What follows belongs to an exercise in optimizing a design on an open flow for small area, a short achievable clock period and few clock cycles; a production flow would make more cautious choices.
Function was checked by simulation only, so behaviour that the tests miss may differ from the original.
No activity file was given, so power comes from the tool's default toggle rates.

==> flow/design.v (outline; a module is shown in full before it is edited, if it fits) <==
// module fa: 5 lines
// module ha: 5 lines
// module hn: 6 lines
// module nd: 5 lines
// module an: 5 lines
// module top: 5444 lines
module top(clk, rst, start, x, y, z, mem_rdata, mem_addr, mem_wdata, mem_wen, done);
  // ...
==> flow/run.sh <==
#!/bin/bash
# synth_recipe.tcl (not shown) runs the flow's synth.tcl, then flattens the netlist and writes it again
# the make line also repeats each setting of config.mk as NAME=value (left out here)
make -C /OpenROAD-flow-scripts/flow DESIGN_CONFIG=/design/flow/config.mk WORK_HOME=/design/flow/orfs CLKGATE_MAP_FILE= SYNTH_SCRIPT=/design/flow/synth_recipe.tcl finish
==> flow/config.mk <==
export PLATFORM = sky130hd
export DESIGN_NAME = top
export DESIGN_NICKNAME = top
export VERILOG_FILES = /design/flow/design.v
export SDC_FILE = /design/flow/constraint.sdc
export NUM_CORES = 4
export LEC_CHECK = 0
export CAP_MARGIN = 20
export CORE_MARGIN = 2
export CORE_UTILIZATION = 40
export CTS_CLUSTER_DIAMETER = 80
export CTS_CLUSTER_SIZE = 30
export SLEW_MARGIN = 20
export SYNTH_HIERARCHICAL = 1
==> flow/constraint.sdc <==
create_clock -name core_clock -period 10.0 [get_ports {clk}]
set_input_delay 2.0000 -clock core_clock [delete_from_list [all_inputs] [get_ports {clk}]]
set_output_delay 2.0000 -clock core_clock [all_outputs]
set_load 0.01 [all_outputs]
==> flow_summary.html, run 1 <==
<table>
<tr><th>Metric</th><th>Value</th></tr>
<tr><th colspan="2">Clocking</th></tr>
<tr><td>H-Tree Level Count</td><td>2</td></tr>
<tr><td>Maximum number of buffers from clock root to sink</td><td>3</td></tr>
<tr><td>Clock slew seen by the registers of the worst setup and hold paths</td><td>0.12 ns</td></tr>
<tr><td>CTS tree</td><td>built</td></tr>
<tr><th colspan="2">Synthesis</th></tr>
<tr><td>Leading cell type by number of instances after synthesis</td><td>and2_1</td></tr>
<tr><td>Synthesized netlist cell count</td><td>3816</td></tr>
<tr><td>Asr flop ratio synth</td><td>0</td></tr>
<tr><td>Number of synthesized flops with an enable pin</td><td>202</td></tr>
<tr><td>Main flop type after synthesis</td><td>dfxtp_1</td></tr>
<tr><td>Combinational family with the most area after synthesis</td><td>adder cells</td></tr>
<tr><th colspan="2">Finish</th></tr>
<tr><td>Register bank with the most flops</td><td>C</td></tr>
<tr><td>Count of filler cells inserted in the layout</td><td>11790</td></tr>
<tr><td>Inverter count</td><td>23</td></tr>
<tr><td>Sequential portion of the cell area</td><td>0.3499</td></tr>
<tr><td>Design Area, Final</td><td>0.05666 mm²</td></tr>
<tr><td>Biggest cell category by area in the final layout</td><td>multi-input combinational cells</td></tr>
<tr><td>FF+latch area</td><td>0.01982 mm²</td></tr>
<tr><td>Most common cell after layout, fill and taps aside</td><td>and2_1</td></tr>
<tr><th colspan="2">Global routing</th></tr>
<tr><td>Peak-usage layer in the global routing report</td><td>met2</td></tr>
<tr><td>Total track usage</td><td>0.2265</td></tr>
<tr><th colspan="2">Power and ir drop</th></tr>
<tr><td>Switching power of the nets</td><td>6416 µW</td></tr>
<tr><td>Seq pwr share</td><td>0.372</td></tr>
<tr><td>P_clk</td><td>2610 µW</td></tr>
<tr><td>Largest voltage drop on the vdd net</td><td>0.2401 mV</td></tr>
<tr><td>Seq pwr</td><td>5830 µW</td></tr>
<tr><td>Internal power component</td><td>9274 µW</td></tr>
<tr><td>Power share of the clock group</td><td>0.166</td></tr>
<tr><th colspan="2">Setup path</th></tr>
<tr><td>Type of the worst setup path</td><td>flip-flop to flip-flop</td></tr>
<tr><td>Worst setup EP type</td><td>flip-flop</td></tr>
<tr><td>Endpoint of the worst register-to-register path</td><td>r2851$_DFF_P_</td></tr>
<tr><td>Worst setup SP type</td><td>flip-flop</td></tr>
<tr><th colspan="2">Detailed routing</th></tr>
<tr><td>Via count normalized by instance count</td><td>5.241</td></tr>
<tr><td>1st-pass router iterations</td><td>5</td></tr>
<tr><td>Met2 WL post-DR</td><td>68.66 mm</td></tr>
<tr><td>Final wirelength</td><td>147.1 mm</td></tr>
<tr><th colspan="2">Floorplan</th></tr>
<tr><td>Total core area</td><td>0.1290 mm²</td></tr>
<tr><td>Initial core utilization</td><td>0.4019</td></tr>
<tr><td>N_taps</td><td>1742</td></tr>
<tr><th colspan="2">STA</th></tr>
<tr><td>Final Hold Fails</td><td>0</td></tr>
<tr><td>Headroom to the max-slew limit</td><td>0.3084</td></tr>
<tr><td>Hold_ws</td><td>0.3359 ns</td></tr>
<tr><th colspan="2">Outcome</th></tr>
<tr><td>Run status</td><td>complete, no violations</td></tr>
</table>
Testbench counts, summed over its fixed seeds: cycles 5,832.
==> run 2, diff against run 1 <==
--- a/flow/config.mk
+++ b/flow/config.mk
@@ -8,7 +8,7 @@
 export CAP_MARGIN = 20
 export CORE_MARGIN = 2
 export CORE_UTILIZATION = 40
-export CTS_CLUSTER_DIAMETER = 80
+export CTS_CLUSTER_DIAMETER = 60
 export CTS_CLUSTER_SIZE = 30
 export SLEW_MARGIN = 20
 export SYNTH_HIERARCHICAL = 1
==> run 2 against run 1 <==
Compared with the run above: global-route usage up 0.18 points; first-iteration DRC count up 0.62%; final cell count up 0.99%; utilization up 0.90 points; clock power up 36%; largest cell class unchanged; synthesized cell count unchanged; routed wire length up 0.41%; count of clock-buffer cells in the layout up 23; via count up 0.73%; non-clock buffer count unchanged; hold slack worse by 0.0084 ns; register-to-register slack worse by 0.03 ns.
==> flow_summary.html, run 2 <==
<table>
<tr><th>Metric</th><th>Value</th></tr>
<tr><th colspan="2">Outcome</th></tr>
<tr><td>Run status</td><td>complete, no violations (unchanged)</td></tr>
<tr><th colspan="2">Job</th></tr>
<tr><td>Number of maximum-capacitance constraint violations</td><td>0 (unchanged)</td></tr>
<tr><th colspan="2">Clocking</th></tr>
<tr><td>H-Tree Level Count</td><td>3 (was 2)</td></tr>
<tr><td>PostCTS Resize Cnt</td><td>0 (unchanged)</td></tr>
<tr><td>Maximum number of buffers from clock root to sink</td><td>3 (unchanged)</td></tr>
<tr><td>Clock slew seen by the registers of the worst setup and hold paths</td><td>0.10 ns (was 0.12 ns)</td></tr>
<tr><td>Total clock buffers created by CTS</td><td>81 (was 51)</td></tr>
<tr><td>Root buffer cell</td><td>clkbuf_16 (unchanged)</td></tr>
<tr><td>Clock insertion delay at the later pin of the skew report</td><td>0.71 ns (about the same)</td></tr>
<tr><td>Total number of clock tree sinks</td><td>889 (unchanged)</td></tr>
<tr><td>Post-CTS Hold Buffers</td><td>0 (unchanged)</td></tr>
<tr><td>Number of buffers inserted to repair setup after CTS</td><td>0 (unchanged)</td></tr>
<tr><td>CTS tree</td><td>built (unchanged)</td></tr>
<tr><th colspan="2">STA</th></tr>
<tr><td>Fin Setup TNS</td><td>0 ns (unchanged)</td></tr>
<tr><td>Ratio of final minimum period to clock period</td><td>0.3612 (was 0.3584)</td></tr>
<tr><td>Unrepaired setup endpoints after global routing</td><td>no (unchanged)</td></tr>
<tr><td>Final setup skew</td><td>0.05997 ns (was 0.06232 ns)</td></tr>
<tr><td>Headroom to the max-slew limit</td><td>0.2900 (was 0.3084)</td></tr>
<tr><td>Worst-margin pin slew</td><td>1.065 ns (was 1.037 ns)</td></tr>
<tr><td>Minimum clock period</td><td>3.612 ns (was 3.584 ns)</td></tr>
<tr><td>Final Hold Fails</td><td>0 (unchanged)</td></tr>
<tr><td>Total setup violations reported at the end of the flow</td><td>0 (unchanged)</td></tr>
<tr><td>Achievable clock frequency</td><td>276.9 MHz (was 279.0 MHz)</td></tr>
<tr><td>Final Max Slew Viols</td><td>0 (unchanged)</td></tr>
<tr><th colspan="2">Setup path</th></tr>
<tr><td>Reg2reg setup slack</td><td>6.39 ns (was 6.42 ns)</td></tr>
<tr><td>Maximum fanout along the worst path</td><td>8 (unchanged)</td></tr>
<tr><td>Type of the worst setup path</td><td>flip-flop to flip-flop (unchanged)</td></tr>
<tr><td>Crit path required time</td><td>10.56 ns (was 10.66 ns)</td></tr>
<tr><td>Worst setup EP type</td><td>flip-flop (unchanged)</td></tr>
<tr><td>Worst setup SP type</td><td>flip-flop (unchanged)</td></tr>
<tr><td>Worst path arrival time</td><td>4.17 ns (was 4.25 ns)</td></tr>
<tr><th colspan="2">Finish</th></tr>
<tr><td>Fraction of layout cells with a size suffix above 1</td><td>0.1563 (was 0.1427)</td></tr>
<tr><td>Cell Count, Final, Fillers Out</td><td>5736 (was 5680)</td></tr>
<tr><td>Total Nets Final</td><td>4912 (was 4882)</td></tr>
<tr><td>Register bank with the most flops</td><td>C (unchanged)</td></tr>
<tr><td>Number of flip-flops in the largest register</td><td>440 (unchanged)</td></tr>
<tr><td>Share of the core filled with cells</td><td>0.4483 (was 0.4392)</td></tr>
<tr><td>Largest registers ranked by flip-flop count</td><td>C x440, F x128 (unchanged)</td></tr>
<tr><td>Most common cell after layout, fill and taps aside</td><td>and2_1 (unchanged)</td></tr>
<tr><td>P&amp;R area growth vs syn</td><td>11.54% (was 9.298%)</td></tr>
<tr><td>Count of filler cells inserted in the layout</td><td>11650 (was 11790)</td></tr>
<tr><td>Most frequent cells in the layout</td><td>and2_1, fa_1, dfxtp_1 (unchanged)</td></tr>
<tr><th colspan="2">Place</th></tr>
<tr><td>Cell count after placement</td><td>5578 (unchanged)</td></tr>
<tr><td>Port Buffers</td><td>80 (unchanged)</td></tr>
<tr><td>Post-DP HPWL</td><td>114.6 mm (unchanged)</td></tr>
<tr><td>Gp weighted congestion</td><td>0.9979 (unchanged)</td></tr>
<tr><th colspan="2">Synthesis</th></tr>
<tr><td>Main flop type after synthesis</td><td>dfxtp_1 (unchanged)</td></tr>
<tr><td>Share of synthesized area occupied by flip-flops and latches</td><td>0.3823 (unchanged)</td></tr>
<tr><td>Asr flop ratio synth</td><td>0 (unchanged)</td></tr>
<tr><td>Mean area per synthesized cell</td><td>13.58 µm² (unchanged)</td></tr>
<tr><td>Net count after synthesis</td><td>4809 (unchanged)</td></tr>
<tr><td>Proportion of netlist area held by the largest area contributor</td><td>0.3005 (unchanged)</td></tr>
<tr><td>Warnings from Yosys</td><td>9 (unchanged)</td></tr>
<tr><td>Leading post-synthesis cells by instance count</td><td>and2_1, fa_1, dfxtp_1 (unchanged)</td></tr>
<tr><td>Number of synthesized flops with an enable pin</td><td>202 (unchanged)</td></tr>
<tr><td>Leading cell type by number of instances after synthesis</td><td>and2_1 (unchanged)</td></tr>
<tr><td>Top cells by area, synth</td><td>fa_1, dfxtp_1, and2_1 (unchanged)</td></tr>
<tr><td>Synthesized netlist cell count</td><td>3816 (unchanged)</td></tr>
<tr><td>Seq cells post-synth</td><td>889 (unchanged)</td></tr>
<tr><td>Post-synth cell types</td><td>57 (unchanged)</td></tr>
<tr><td>Netlist Area Pre-Place</td><td>0.05184 mm² (unchanged)</td></tr>
<tr><td>Cell accounting for the most synthesized area</td><td>fa_1 (unchanged)</td></tr>
<tr><th colspan="2">Power and ir drop</th></tr>
<tr><td>Switching power of the nets</td><td>6749 µW (was 6416 µW)</td></tr>
<tr><td>Internal power component</td><td>9921 µW (was 9274 µW)</td></tr>
<tr><td>Combinational share of power</td><td>0.436 (was 0.462)</td></tr>
<tr><td>Largest voltage drop on the vdd net</td><td>0.2649 mV (was 0.2401 mV)</td></tr>
<tr><td>Fraction of power spent switching nets</td><td>0.4049 (was 0.4089)</td></tr>
<tr><td>Cell leakage power</td><td>0.02548 µW (was 0.02490 µW)</td></tr>
<tr><td>Pwr per Cell Area</td><td>288.3 mW/mm² (was 276.9 mW/mm²)</td></tr>
<tr><td>Power share of the clock group</td><td>0.214 (was 0.166)</td></tr>
<tr><td>Seq pwr share</td><td>0.350 (was 0.372)</td></tr>
<tr><th colspan="2">Detailed routing</th></tr>
<tr><td>Final wirelength</td><td>147.7 mm (was 147.1 mm)</td></tr>
<tr><td>Met3 routed wirelength</td><td>10.58 mm (was 9.795 mm)</td></tr>
<tr><td>Top Layer Used</td><td>met4 (unchanged)</td></tr>
<tr><td>Via count normalized by instance count</td><td>5.228 (was 5.241)</td></tr>
<tr><td>Number of vias after detailed routing</td><td>29990 (was 29770)</td></tr>
<tr><td>Average detailed-routed wire length per instance</td><td>25.75 µm (was 25.90 µm)</td></tr>
<tr><td>Antenna-violating nets left</td><td>0 (unchanged)</td></tr>
<tr><td>1st-pass router iterations</td><td>5 (unchanged)</td></tr>
<tr><td>Met1 WL</td><td>63.07 mm (was 63.61 mm)</td></tr>
<tr><td>Residual DRC</td><td>0 (unchanged)</td></tr>
<tr><td>First DRT Iteration DRCs</td><td>2578 (was 2562)</td></tr>
<tr><td>Met2 WL post-DR</td><td>68.18 mm (was 68.66 mm)</td></tr>
<tr><th colspan="2">Min path</th></tr>
<tr><td>Worst Hold Class</td><td>flip-flop to flip-flop (unchanged)</td></tr>
<tr><th colspan="2">Global routing</th></tr>
<tr><td>Total track usage</td><td>0.2283 (was 0.2265)</td></tr>
<tr><td>Pin count of the biggest net entering global routing</td><td>163 (unchanged)</td></tr>
<tr><td>Sum of overflow across all layers after global routing</td><td>0 (unchanged)</td></tr>
<tr><td>Global-route wire length before repair</td><td>218.5 mm (was 217.0 mm)</td></tr>
<tr><td>Vias in the first global route</td><td>31880 (was 31540)</td></tr>
<tr><td>Antenna violations before repair</td><td>13 (was 14)</td></tr>
<tr><th colspan="2">Floorplan</th></tr>
<tr><td>Initial core utilization</td><td>0.4019 (unchanged)</td></tr>
<tr><td>Die extent in y</td><td>364.0 µm (unchanged)</td></tr>
<tr><td>Total core area</td><td>0.1290 mm² (unchanged)</td></tr>
<tr><td>Boundary Pins</td><td>81 (unchanged)</td></tr>
<tr><td>Number of standard-cell rows in the floorplan</td><td>132 (unchanged)</td></tr>
<tr><td>Floorplan die area</td><td>0.1325 mm² (unchanged)</td></tr>
<tr><td>X dimension of the die</td><td>364.0 µm (unchanged)</td></tr>
</table>
==> run 2: layout make-up <==
class | instances | area (µm²) | area share
multi-input combinational | 2832 | 31670 | 0.5478
sequential | 889 | 19820 | 0.3428
tap | 1742 | 2180 | 0.03770
clock buffer | 84 | 2079 | 0.03596
clock inverter | 67 | 1057 | 0.01829
timing repair buffer | 92 | 903.4 | 0.01562
inverter | 23 | 86.33 | 0.001493
antenna | 7 | 17.52 | 0.0003030
==> run 2: through the flow <==
stage          total power [µW]  worst slack (ns)  area [µm²]  hold WS, ns
2_1_floorplan             10000             6.876       51840       0.3096
3_3_place_gp              12940             6.302       54660       0.3135
3_5_place_dp              13080             6.348       54660       0.3179
4_1_cts                   16670             6.378       57800       0.3339
5_1_grt                   17680             6.282       57800       0.3401
6_report                  16670             6.388       57820       0.3275
==> run 2: logic make-up after synthesis <==
| kind of cell | share of synthesized area |
|---|---|
| buf+inv | 0.006951 |
| simple gates | 0.1377 |
| compound gates | 0.02300 |
| mux | 0.1003 |
| fa+ha+maj | 0.3425 |
| xor+xnor | 0.007265 |
| flops | 0.3823 |
==> run 2: power by group through the flow <==
stage	combinational (µW)	sequential [µW]	clock (µW)
5_1_grt	7940	5970	3770
6_report	7270	5840	3560
3_3_place_gp	7010	5930	0
4_1_cts	7170	5860	3640
2_1_floorplan	4700	5300	0
3_5_place_dp	7140	5940	0
==> run 2: worst paths after layout <==
kind                                          from          endpoint  depth (start not counted)
worst max register to register  F[3][18]$_DFFE_PP_     r2851$_DFF_P_                          6
worst min-delay path              C[50][4]$_DFF_P_  C[51][4]$_DFF_P_                          0
worst max-delay path            F[3][18]$_DFFE_PP_     r2851$_DFF_P_                          6
worst min register to register    C[50][4]$_DFF_P_  C[51][4]$_DFF_P_                          0
==> run 2: metal layers <==
metal,track usage,vias to the layer above
met5,0,-
met4,0.08396,0
met3,0.04564,214
met2,0.3619,976
met1,0.3103,15790
li1,-,13010
==> run 2: per-module statistics from Yosys (local to each module, per instance) <==
module | area (µm²) | flops+latches | copies in the design
top | 34730 | 889 | 1
fa | 20.02 | 0 | 777
ha | 12.51 | 0 | 124
==> run 2: critical path, cell delays in order, from the launching register on <==
cell	delay, ns
edfxtp_1	0.54
and2_1	0.24
fa_1	0.58
fa_1	0.61
fa_1	0.48
fa_1	0.53
fa_1	0.47
==> run 3, diff against run 2 <==
==> flow/flow/run.sh (new file) <==
#!/bin/bash
set -euo pipefail
export BUFFER_PORTS_ARGS="-buffer_cell sky130_fd_sc_hd__buf_4"
bash standard.sh > standard.log 2>&1
==> flow/standard.sh (new file) <==
#!/bin/bash
# synth_recipe.tcl (not shown) runs the flow's synth.tcl, then flattens the netlist and writes it again
# the make line also repeats each setting of config.mk as NAME=value (left out here)
make -C /OpenROAD-flow-scripts/flow DESIGN_CONFIG=/design/flow/config.mk WORK_HOME=/design/flow/orfs CLKGATE_MAP_FILE= SYNTH_SCRIPT=/design/flow/synth_recipe.tcl "${@:-finish}"
removed: flow/run.sh
==> run 3 against run 2 <==
Compared with the run above: still clean on timing, DRC and antenna; flip-flop and latch count unchanged; sequential power is essentially flat; hold slack hardly changed; fmax fell by 0.86%; via count about the same; combinational power about the same; non-clock buffer count decreased by 1; highest routed layer is now met5.
==> flow_summary.html, run 3 <==
<table>
<tr><th>Metric</th><th>Value</th></tr>
<tr><th colspan="2">Finish</th></tr>
<tr><td>Share of the core filled with cells</td><td>0.4476 (was 0.4483)</td></tr>
<tr><td>Area of the multi-input gates</td><td>0.03167 mm² (about the same)</td></tr>
<tr><td>Most frequent cells in the layout</td><td>and2_1, fa_1, dfxtp_1 (unchanged)</td></tr>
<tr><td>Design Area, Final</td><td>0.05774 mm² (was 0.05782 mm²)</td></tr>
<tr><td>Cell Count, Final, Fillers Out</td><td>5760 (was 5736)</td></tr>
<tr><td>Register bank with the most flops</td><td>C (unchanged)</td></tr>
<tr><td>Fraction of layout cells with a size suffix above 1</td><td>0.1796 (was 0.1563)</td></tr>
<tr><td>FF+latch area</td><td>0.01982 mm² (unchanged)</td></tr>
<tr><td>Number of flip-flops in the largest register</td><td>440 (unchanged)</td></tr>
<tr><td>Most common cell after layout, fill and taps aside</td><td>and2_1 (unchanged)</td></tr>
<tr><td>Total Nets Final</td><td>4920 (was 4912)</td></tr>
<tr><td>P&amp;R area growth vs syn</td><td>11.38% (was 11.54%)</td></tr>
<tr><td>Count of filler cells inserted in the layout</td><td>11600 (was 11650)</td></tr>
<tr><td>Largest registers ranked by flip-flop count</td><td>C x440, F x128 (unchanged)</td></tr>
<tr><th colspan="2">Outcome</th></tr>
<tr><td>Run status</td><td>complete, no violations (unchanged)</td></tr>
<tr><th colspan="2">Synthesis</th></tr>
<tr><td>Netlist Area Pre-Place</td><td>0.05184 mm² (unchanged)</td></tr>
<tr><td>Seq cells post-synth</td><td>889 (unchanged)</td></tr>
<tr><td>Mean area per synthesized cell</td><td>13.58 µm² (unchanged)</td></tr>
<tr><td>Asr flop ratio synth</td><td>0 (unchanged)</td></tr>
<tr><td>Main flop type after synthesis</td><td>dfxtp_1 (unchanged)</td></tr>
<tr><td>Synthesized netlist cell count</td><td>3816 (unchanged)</td></tr>
<tr><td>Net count after synthesis</td><td>4809 (unchanged)</td></tr>
<tr><td>Leading cell type by number of instances after synthesis</td><td>and2_1 (unchanged)</td></tr>
<tr><td>Warnings from Yosys</td><td>9 (unchanged)</td></tr>
<tr><td>Leading post-synthesis cells by instance count</td><td>and2_1, fa_1, dfxtp_1 (unchanged)</td></tr>
<tr><td>Cell accounting for the most synthesized area</td><td>fa_1 (unchanged)</td></tr>
<tr><td>Post-synth cell types</td><td>57 (unchanged)</td></tr>
<tr><td>Top cells by area, synth</td><td>fa_1, dfxtp_1, and2_1 (unchanged)</td></tr>
<tr><td>Number of synthesized flops with an enable pin</td><td>202 (unchanged)</td></tr>
<tr><td>Share of synthesized area occupied by flip-flops and latches</td><td>0.3823 (unchanged)</td></tr>
<tr><td>Proportion of netlist area held by the largest area contributor</td><td>0.3005 (unchanged)</td></tr>
<tr><th colspan="2">STA</th></tr>
<tr><td>Unrepaired setup endpoints after global routing</td><td>no (unchanged)</td></tr>
<tr><td>Headroom to the max-slew limit</td><td>0.3522 (was 0.2900)</td></tr>
<tr><td>Final Hold Fails</td><td>0 (unchanged)</td></tr>
<tr><td>Final setup skew</td><td>0.03948 ns (was 0.05997 ns)</td></tr>
<tr><td>Worst-margin pin slew</td><td>0.9718 ns (was 1.065 ns)</td></tr>
<tr><td>Achievable clock frequency</td><td>274.5 MHz (was 276.9 MHz)</td></tr>
<tr><td>Final Max Slew Viols</td><td>0 (unchanged)</td></tr>
<tr><td>Total setup violations reported at the end of the flow</td><td>0 (unchanged)</td></tr>
<tr><td>Minimum clock period</td><td>3.643 ns (was 3.612 ns)</td></tr>
<tr><td>Fin Setup TNS</td><td>0 ns (unchanged)</td></tr>
<tr><td>Ratio of final minimum period to clock period</td><td>0.3643 (was 0.3612)</td></tr>
<tr><th colspan="2">Power and ir drop</th></tr>
<tr><td>Cell leakage power</td><td>0.02561 µW (was 0.02548 µW)</td></tr>
<tr><td>Power share of the clock group</td><td>0.219 (was 0.214)</td></tr>
<tr><td>Pwr per Cell Area</td><td>289.9 mW/mm² (was 288.3 mW/mm²)</td></tr>
<tr><td>Switching power of the nets</td><td>6688 µW (was 6749 µW)</td></tr>
<tr><td>Seq pwr share</td><td>0.349 (was 0.350)</td></tr>
<tr><td>Total Power</td><td>16740 µW (was 16670 µW)</td></tr>
<tr><td>Fraction of power spent switching nets</td><td>0.3996 (was 0.4049)</td></tr>
<tr><td>Combinational share of power</td><td>0.432 (was 0.436)</td></tr>
<tr><td>Largest voltage drop on the vdd net</td><td>0.2054 mV (was 0.2649 mV)</td></tr>
<tr><td>Internal power component</td><td>10050 µW (was 9921 µW)</td></tr>
<tr><th colspan="2">Job</th></tr>
<tr><td>Number of maximum-capacitance constraint violations</td><td>0 (unchanged)</td></tr>
<tr><th colspan="2">Place</th></tr>
<tr><td>Cell count after placement</td><td>5577 (was 5578)</td></tr>
<tr><td>Post-DP HPWL</td><td>114.4 mm (was 114.6 mm)</td></tr>
<tr><td>Area of placed instances</td><td>0.05447 mm² (was 0.05466 mm²)</td></tr>
<tr><td>Gp weighted congestion</td><td>0.9836 (was 0.9979)</td></tr>
<tr><td>Port Buffers</td><td>80 (unchanged)</td></tr>
<tr><th colspan="2">Clocking</th></tr>
<tr><td>Clock slew seen by the registers of the worst setup and hold paths</td><td>0.07 ns (was 0.10 ns)</td></tr>
<tr><td>Maximum number of buffers from clock root to sink</td><td>3 (unchanged)</td></tr>
<tr><td>PostCTS Resize Cnt</td><td>0 (unchanged)</td></tr>
<tr><td>Root buffer cell</td><td>clkbuf_16 (unchanged)</td></tr>
<tr><td>Total number of clock tree sinks</td><td>889 (unchanged)</td></tr>
<tr><td>Total clock buffers created by CTS</td><td>90 (was 81)</td></tr>
<tr><td>Clock insertion delay at the later pin of the skew report</td><td>0.72 ns (was 0.71 ns)</td></tr>
<tr><td>CTS tree</td><td>built (unchanged)</td></tr>
<tr><td>Post-CTS Hold Buffers</td><td>0 (unchanged)</td></tr>
<tr><td>H-Tree Level Count</td><td>3 (unchanged)</td></tr>
<tr><td>Number of buffers inserted to repair setup after CTS</td><td>0 (unchanged)</td></tr>
<tr><th colspan="2">Setup path</th></tr>
<tr><td>Max stage delay cell, worst path</td><td>fa_1 (unchanged)</td></tr>
<tr><td>Worst setup EP type</td><td>flip-flop (unchanged)</td></tr>
<tr><td>Maximum fanout along the worst path</td><td>8 (unchanged)</td></tr>
<tr><td>Crit path required time</td><td>10.58 ns (was 10.56 ns)</td></tr>
<tr><td>Worst stage delay on the critical path</td><td>0.67 ns (was 0.61 ns)</td></tr>
<tr><td>Worst setup SP type</td><td>flip-flop (unchanged)</td></tr>
<tr><td>Most common cell on crit path</td><td>fa_1 (unchanged)</td></tr>
<tr><td>Worst path arrival time</td><td>4.22 ns (was 4.17 ns)</td></tr>
<tr><td>Type of the worst setup path</td><td>flip-flop to flip-flop (unchanged)</td></tr>
<tr><td>Critical-path cell list</td><td>and2_1 &gt; fa_1 &gt; fa_1 &gt; fa_1 &gt; fa_1 &gt; fa_1 (unchanged)</td></tr>
<tr><th colspan="2">Detailed routing</th></tr>
<tr><td>1st-pass router iterations</td><td>5 (unchanged)</td></tr>
<tr><td>Via count normalized by instance count</td><td>5.203 (was 5.228)</td></tr>
<tr><td>Average detailed-routed wire length per instance</td><td>25.90 µm (was 25.75 µm)</td></tr>
<tr><td>First DRT Iteration DRCs</td><td>2366 (was 2578)</td></tr>
<tr><td>Final wirelength</td><td>149.2 mm (was 147.7 mm)</td></tr>
<tr><td>Number of vias after detailed routing</td><td>29970 (was 29990)</td></tr>
<tr><td>Residual DRC</td><td>0 (unchanged)</td></tr>
<tr><td>Antenna-violating nets left</td><td>0 (unchanged)</td></tr>
<tr><th colspan="2">Floorplan</th></tr>
<tr><td>Floorplan die area</td><td>0.1325 mm² (unchanged)</td></tr>
<tr><td>Die extent in y</td><td>364.0 µm (unchanged)</td></tr>
<tr><td>Number of standard-cell rows in the floorplan</td><td>132 (unchanged)</td></tr>
<tr><td>Boundary Pins</td><td>81 (unchanged)</td></tr>
<tr><td>Initial core utilization</td><td>0.4019 (unchanged)</td></tr>
<tr><td>Total core area</td><td>0.1290 mm² (unchanged)</td></tr>
<tr><td>X dimension of the die</td><td>364.0 µm (unchanged)</td></tr>
<tr><th colspan="2">Global routing</th></tr>
<tr><td>Antenna violations before repair</td><td>22 (was 13)</td></tr>
<tr><td>Total track usage</td><td>0.2298 (was 0.2283)</td></tr>
<tr><td>Vias in the first global route</td><td>31970 (was 31880)</td></tr>
<tr><td>Sum of overflow across all layers after global routing</td><td>0 (unchanged)</td></tr>
<tr><td>Global-route wire length before repair</td><td>220.0 mm (was 218.5 mm)</td></tr>
<tr><td>Pin count of the biggest net entering global routing</td><td>165 (was 163)</td></tr>
<tr><th colspan="2">Min path</th></tr>
<tr><td>Worst Hold Class</td><td>flip-flop to flip-flop (unchanged)</td></tr>
</table>
run 3: power groups by stage:
stage	logic [µW]	clock network [µW]	registers, µW
after global routing	7920	3870	5960
after global placement	7040	0	5930
final	7240	3660	5840
after CTS	7170	3740	5860
after detailed placement	7120	0	5940
after floorplan	4700	0	5300
run 3: cell families (layout without fill, tap and decap cells):
| family | count (synthesis) | after routing | share of synthesized area |
|---|---|---|---|
| buffers and inverters | 95 | 282 | 0.006951 |
| other | 0 | 15 | 0 |
| DFF | 889 | 889 | 0.3823 |
| muxes | 455 | 455 | 0.1003 |
| and+or+nand+nor | 1187 | 1187 | 0.1377 |
| adders and majority gates | 957 | 957 | 0.3425 |
| xor gates and xnor gates | 43 | 43 | 0.007265 |
| AOI/OAI and AO/OA | 190 | 190 | 0.02300 |
run 3: area by class of cell:
class                   count  area share
repair buffers             91     0.01227
well taps                1742     0.03775
diodes                     15   0.0006501
clock buffers              95     0.03968
inverters                  23    0.001495
multi-input cells        2832      0.5485
clock inverters            73     0.01630
flip-flops and latches    889      0.3433
run 3: worst paths after layout:
| kind | from | to | slack [ns] | depth (start not counted) |
|---|---|---|---|---|
| worst max register to register | F[1][12]$_DFFE_PP_ | r2963$_DFF_P_ | 6.36 | 6 |
| worst min-delay path | C[50][4]$_DFF_P_ | C[51][4]$_DFF_P_ | 0.33 | 0 |
| worst min register to register | C[50][4]$_DFF_P_ | C[51][4]$_DFF_P_ | 0.33 | 0 |
| worst max-delay path | F[1][12]$_DFFE_PP_ | r2963$_DFF_P_ | 6.36 | 6 |
run 3: per-module statistics from Yosys (local to each module, per instance):
module | times used | flops+latches
ha | 124 | 0
fa | 777 | 0
top | 1 | 889
run 3: worst max-delay path: cells and delay by family (launching register included):
kind | cells | cell delay [ns]
AND/OR/NAND/NOR | 1 | 0.25
adder cells (fa/ha/maj) | 5 | 2.69
flip-flops | 1 | 0.55
run 3: metal layers:
metal | GRT usage | routed length (µm) | vias to the layer above
li1 | - | - | 13060
met1 | 0.3052 | 62590 | 15600
met2 | 0.3625 | 68730 | 1039
met3 | 0.05285 | 11480 | 259
met4 | 0.09511 | 6300 | 6
met5 | 0 | 51 | -
run 3: metrics by stage:
step,hold slack [ns],worst slack [ns]
floorplan,0.3096,6.876
global placement,0.3150,6.388
detailed placement,0.3128,6.389
CTS,0.3307,6.368
global route,0.3398,6.290
finish,0.3278,6.357

## afterwards: timing with drivers on the ports
The results above use ideal ports. As a check the final layouts listed here were re-extracted and re-timed, cells and wires unchanged. Step 1 (the two cells are an assumption about what drives the block):
set clk [get_ports {clk}]
set_driving_cell -lib_cell sky130_fd_sc_hd__clkbuf_16 $clk
set_driving_cell -lib_cell sky130_fd_sc_hd__buf_2 [delete_from_list [all_inputs] $clk]
Step 2 times the ports against the registers' clock, not the clock port: input delays grow and output delays shrink by t, the midpoint of the rising clock arrivals with the driver on. a / b / c = ideal / step 1 / step 2; a / b = the first two.
run	shift t [ns]	slack for setup (ns)	slew at the worst register clock pin (ns)
run 1	0.754	6.416 / 6.341 / 6.392	0.12 / 0.12
run 2	0.756	6.388 / 6.363 / 6.352	0.10 / 0.10
run 3	0.778	6.357 / 6.357 / 6.357	0.08 / 0.08
After both steps every run listed still meets setup and hold. The setup slack of run 2, which loses most, moves by -0.025 ns with the drivers and by -0.036 ns with both steps.
